This is an optimization exercise on Yosys and OpenROAD, whose aim is small area, a short achievable clock period and few clock cycles per item, not a production implementation.
RTL that was checked went through simulation tests only; none was proved equivalent to the original.

Design RSA_decrypt, start of the top module:
module RSA_decrypt #(parameter WIDTH = 8)(
    input                clk,
    input                rst_n,
    input                start,
    input  [2*WIDTH-1:0] c,
    input  [2*WIDTH-1:0] d,
    input  [2*WIDTH-1:0] n,
    output [2*WIDTH-1:0] m_decrypted,
    output reg           finish
);
localparam IDLE  = 3'd0;
localparam NORM  = 3'd1;
localparam STEP  = 3'd2;
localparam CONV  = 3'd3;
localparam SHIFT = 3'd4;
localparam OP_INIT = 2'd0;
localparam OP_SQ   = 2'd1;
localparam OP_MUL  = 2'd2;
localparam OP_FIX  = 2'd3;
reg  [2:0]  state;
reg  [1:0]  op;
reg  [16:0] r;       
reg  [15:0] a;       
reg  [15:0] nn;      
reg  [16:0] dd;      
reg  [3:0]  k;       
reg  [3:0]  j;       
reg         xb;      
reg         lst;     
reg  [18:0] ws, wc;  
reg         pend;    
assign m_decrypted = r[15:0];
wire [4:0]  eg   = ws[18:14] & wc[18:14];
wire [4:0]  ep   = ws[18:14] ^ wc[18:14];
wire [4:0]  ecy;
assign ecy[0] = 1'b0;
assign ecy[1] = eg[0];
assign ecy[2] = eg[1] | (ep[1] & eg[0]);
assign ecy[3] = eg[2] | (ep[2] & eg[1]) | (ep[2] & ep[1] & eg[0]);
  ...
Size: roughly 940 cells after synthesis, roughly 120 flip-flops.
clock: 5.5 ns
lec_check: 0
abc_area: 1
cap_margin: 20
core_margin: 2
core_utilization: 40
cts_buf_list: sky130_fd_sc_hd__clkbuf_4 sky130_fd_sc_hd__clkbuf_8
place_density: 0.75
setup_slack_margin: 2.2
slew_margin: 20
standard.sh (not shown) runs the stock make flow with config.mk's settings and CLKGATE_MAP_FILE= SYNTH_SCRIPT=/design/flow/synth_recipe.tcl, a recipe that flattens the netlist after the stock synthesis.
==> flow/flow/run.sh <==
#!/bin/bash
set -e
export BUFFER_PORTS_ARGS="-buffer_cell sky130_fd_sc_hd__buf_1"
bash standard.sh > standard.log 2>&1
The starting point finished with timing, DRC and antenna clean.
Testbench counts at the start, summed over its fixed seeds: cycles 4,298, ops 12.
Change:
CORE_UTILIZATION = 60   (was 40)
PLACE_DENSITY = not set   (was 0.75)
Result: Setup slack degrades by 0.012 ns. Wire length grows by 1.0%. Synthesized cell count is unchanged. Fmax shrinks by 0.37%. Global-route usage grows by 9.8 points. Register-to-register slack stays flat. Cell area shrinks by 0.50%.
Change:
CORE_UTILIZATION = 40   (was 60)
SETUP_SLACK_MARGIN = 2.3   (was 2.2)
Result:
- clock skew barely changes
- final area increases by about 2.3%
- hold slack improves by 0.0086 ns
- die area increases by about 50%


The RTL this note starts from:
==> flow/design.v <==
module RSA_decrypt #(parameter WIDTH = 8)(
    input                clk,
    input                rst_n,
    input                start,
    input  [2*WIDTH-1:0] c,
    input  [2*WIDTH-1:0] d,
    input  [2*WIDTH-1:0] n,
    output [2*WIDTH-1:0] m_decrypted,
    output reg           finish
);
localparam IDLE  = 3'd0;
localparam NORM  = 3'd1;
localparam STEP  = 3'd2;
localparam CONV  = 3'd3;
localparam FIX   = 3'd4;
localparam SHIFT = 3'd5;
localparam OP_INIT = 2'd0;
localparam OP_SQ   = 2'd1;
localparam OP_MUL  = 2'd2;
localparam OP_FIX  = 2'd3;
reg  [2:0]  state;
reg  [1:0]  op;
reg  [16:0] r;       
reg  [15:0] a;       
reg  [15:0] nn;      
reg  [16:0] dd;      
reg  [3:0]  k;       
reg  [3:0]  j;       
reg         xb;      
reg  [17:0] vs, vc;  
assign m_decrypted = r[15:0];
wire [18:0] x1   = {vs, 1'b0};
wire [18:0] x2   = {vc, 1'b0};
wire [18:0] x3   = {{2{r[16]}}, r} & {19{xb}};
wire [18:0] s1   = x1 ^ x2 ^ x3;
wire [18:0] c1   = {(x1[17:0] & x2[17:0]) | (x1[17:0] & x3[17:0]) | (x2[17:0] & x3[17:0]), 1'b0};
wire [4:0]  eg   = s1[18:14] & c1[18:14];
wire [4:0]  ep   = s1[18:14] ^ c1[18:14];
wire [4:0]  ecy;                                     
assign ecy[0] = 1'b0;
assign ecy[1] = eg[0];
assign ecy[2] = eg[1] | (ep[1] & eg[0]);
assign ecy[3] = eg[2] | (ep[2] & eg[1]) | (ep[2] & ep[1] & eg[0]);
assign ecy[4] = eg[3] | (ep[3] & eg[2]) | (ep[3] & ep[2] & eg[1]) | (ep[3] & ep[2] & ep[1] & eg[0]);
wire [4:0]  west = ep ^ ecy;
wire signed [4:0] ws = west;
wire        n14  = nn[14];
wire        qz_e = (west[4:1] == 4'b1111);           
wire        qp_e = !west[4];                         
wire        q2_e = n14 ? ((ws < -5'sd5) || (ws >= 5'sd4)) : ((ws < -5'sd4) || (ws >= 5'sd3));
wire        fixs = (state == FIX);
wire        addn  = fixs ? r[16] : (!qz_e && !qp_e && !q2_e);    
wire        add2n = !fixs && !qp_e && q2_e;                      
wire        subn  = !fixs && qp_e && !q2_e;                      
wire        sub2n = !fixs && qp_e && q2_e;                       
wire [18:0] n1   = {3'b000, nn};
wire [18:0] n2   = {2'b00, nn, 1'b0};
wire [18:0] mm   = ({19{addn}} & n1) | ({19{add2n}} & n2) | ({19{subn}} & ~n1) | ({19{sub2n}} & ~n2);
wire [18:0] c1i  = {c1[18:1], subn | sub2n};
wire [18:0] p2   = s1 ^ c1i;
wire [18:0] g2   = s1 & c1i;
wire [18:0] o2   = s1 | c1i;
wire [18:0] s2   = p2 ^ mm;
wire [18:0] c2   = {(mm[17:0] & o2[17:0]) | g2[17:0], 1'b0};
wire [16:0] vsum = vs[16:0] + vc[16:0];
wire        run   = (state == STEP) || (state == FIX);
wire [3:0]  jend  = (op == OP_SQ) ? k : 4'd0;
wire        last  = (j == jend);
wire [3:0]  jn    = j - 4'd1;
wire        xsq   = r[jn];
wire        xmul  = a[jn];
wire        dlast = (dd[15:0] == 16'h8000);
reg  [3:0]  amsb;
integer i;
always @(*) begin
    amsb = 4'd0;
    for (i = 0; i < 16; i = i + 1)
        if (a[i]) amsb = i;
end
wire        tosq  = (state == CONV) && (op != OP_FIX) && !dd[16] && !dlast;
wire        sneg  = tosq & vsum[16];
always @(posedge clk) begin
    vs <= run ? s2[17:0] : ({18{sneg}} & ~{vsum[16], vsum});
    vc <= run ? c2[17:0] : {17'd0, sneg};
end
always @(posedge clk or negedge rst_n) begin
    if (!rst_n) begin
        state  <= IDLE;
        finish <= 1'b0;
    end else begin
        finish <= 1'b0;
        case (state)
        IDLE:  if (start) state <= NORM;
        NORM:  if ((nn[15] | nn[14]) & (dd[16] | dd[15])) state <= STEP;
        STEP:  if (last) state <= CONV;
        FIX:   state <= CONV;
        CONV:  begin
            if (op == OP_FIX) begin
                if (k == 4'd0) begin state <= IDLE; finish <= 1'b1; end
                else state <= SHIFT;
            end else if (!dd[16] && dlast) state <= FIX;
            else state <= STEP;
        end
        SHIFT: if (k == 4'd1) begin state <= IDLE; finish <= 1'b1; end
        default: state <= IDLE;
        endcase
    end
end
always @(posedge clk) begin
    case (state)
    IDLE: if (start) begin
        r  <= {1'b0, c};
        a  <= c;
        nn <= n;
        dd <= {d, 1'b1};
        k  <= 4'd0;
    end
    NORM: begin
        if (!nn[15]) begin
            nn <= {nn[14:0], 1'b0};
            k  <= k + 4'd1;
        end
        if (!dd[16]) dd <= {dd[15:0], 1'b0};
        if ((nn[15] | nn[14]) & (dd[16] | dd[15])) begin
            dd[16] <= 1'b0;
            op     <= OP_INIT;
            j      <= k + {3'b000, !nn[15]};
            xb     <= 1'b1;
        end
    end
    STEP: begin
        j  <= jn;
        xb <= (op == OP_SQ) ? xsq : (op == OP_MUL) ? xmul : 1'b0;
    end
    CONV: begin
        if (op != OP_FIX) begin
            r <= vsum;
            if (dd[16]) begin
                dd[16] <= 1'b0;
                op     <= OP_MUL;
                j      <= amsb;
                xb     <= a[amsb];
            end else if (dlast) begin
                op     <= OP_FIX;
                xb     <= 1'b1;
                j      <= 4'd0;
            end else begin
                dd     <= {dd[15:0], 1'b0};
                op     <= OP_SQ;
                j      <= 4'd15;
                xb     <= vsum[15];
            end
        end else begin
            r <= vsum;
        end
    end
    SHIFT: begin
        r <= {1'b0, r[16:1]};
        k <= k - 4'd1;
    end
    default: ;
    endcase
end
endmodule
==> flow/config.mk <==
export PLATFORM = sky130hd
export DESIGN_NAME = RSA_decrypt
export DESIGN_NICKNAME = RSA_decrypt
export VERILOG_FILES = /design/flow/design.v
export SDC_FILE = /design/flow/constraint.sdc
export NUM_CORES = 4
export LEC_CHECK = 0
export ABC_AREA = 1
export CAP_MARGIN = 20
export CORE_MARGIN = 2
export CORE_UTILIZATION = 40
export CTS_BUF_LIST = sky130_fd_sc_hd__clkbuf_4 sky130_fd_sc_hd__clkbuf_8
export SETUP_SLACK_MARGIN = 0.8
export SLEW_MARGIN = 20
==> flow/constraint.sdc <==
create_clock -name core_clock -period 5.5 [get_ports {clk}]
set_input_delay 1.1000 -clock core_clock [delete_from_list [all_inputs] [get_ports {clk}]]
set_output_delay 1.1000 -clock core_clock [all_outputs]
set_load 0.01 [all_outputs]
Scripts as last shown in full above: flow/flow/run.sh
The starting point went through all stages and came out clean.
Rerun with:
SETUP_SLACK_MARGIN = 1.5   (was 0.8)
Outcome: The changed run finished clean. Setup slack gets better by 0.28 ns. Hold slack is about the same. Clock-buffer cell count does not change. Global-route usage grows by 0.10 points. Wire length grows by about 4%. Utilization grows by 1.8 points. Critical path depth grows by 2.
No functional check of the RTL was part of any run of this note.

## static timing again, ports no longer ideal
No port has a modelled driver above. Below, the same layouts with a new extraction and two added sets of constraints. Step 1 (the two cells are an assumption about what drives the block):
set clk [get_ports {clk}]
set_driving_cell -lib_cell sky130_fd_sc_hd__clkbuf_16 $clk
set_driving_cell -lib_cell sky130_fd_sc_hd__buf_2 [delete_from_list [all_inputs] $clk]
Step 2 moves the port delays by t, midway between the first and last clock arrival at a register: inputs arrive t later, outputs are due t later. That takes back most of the time a late clock gives input paths. a / b / c = no drivers / after step 1 / after step 2; a / b = the first two.
run | shift t [ns] | setup slack, ns | hold WS [ns] | clock arrival spread, ns | worst slew at a driven data input, ns
the first run of note 1 | 0.501 | 2.302 / 2.302 / 2.302 | 0.453 / 0.434 / 0.562 | 0.007 / 0.008 | 0.04
the second run of note 1 | 0.481 | 2.290 / 2.290 / 2.290 | 0.469 / 0.451 / 0.565 | 0.012 / 0.012 | 0.04
the third run of note 1 | 0.485 | 2.484 / 2.484 / 2.484 | 0.477 / 0.457 / 0.552 | 0.011 / 0.011 | 0.04
the first run of note 2 | 0.479 | 1.280 / 1.280 / 1.280 | 0.479 / 0.461 / 0.562 | 0.015 / 0.014 | 0.05
the second run of note 2 | 0.483 | 1.557 / 1.557 / 1.557 | 0.477 / 0.459 / 0.562 | 0.017 / 0.017 | 0.05
After both steps every run listed still meets setup and hold.
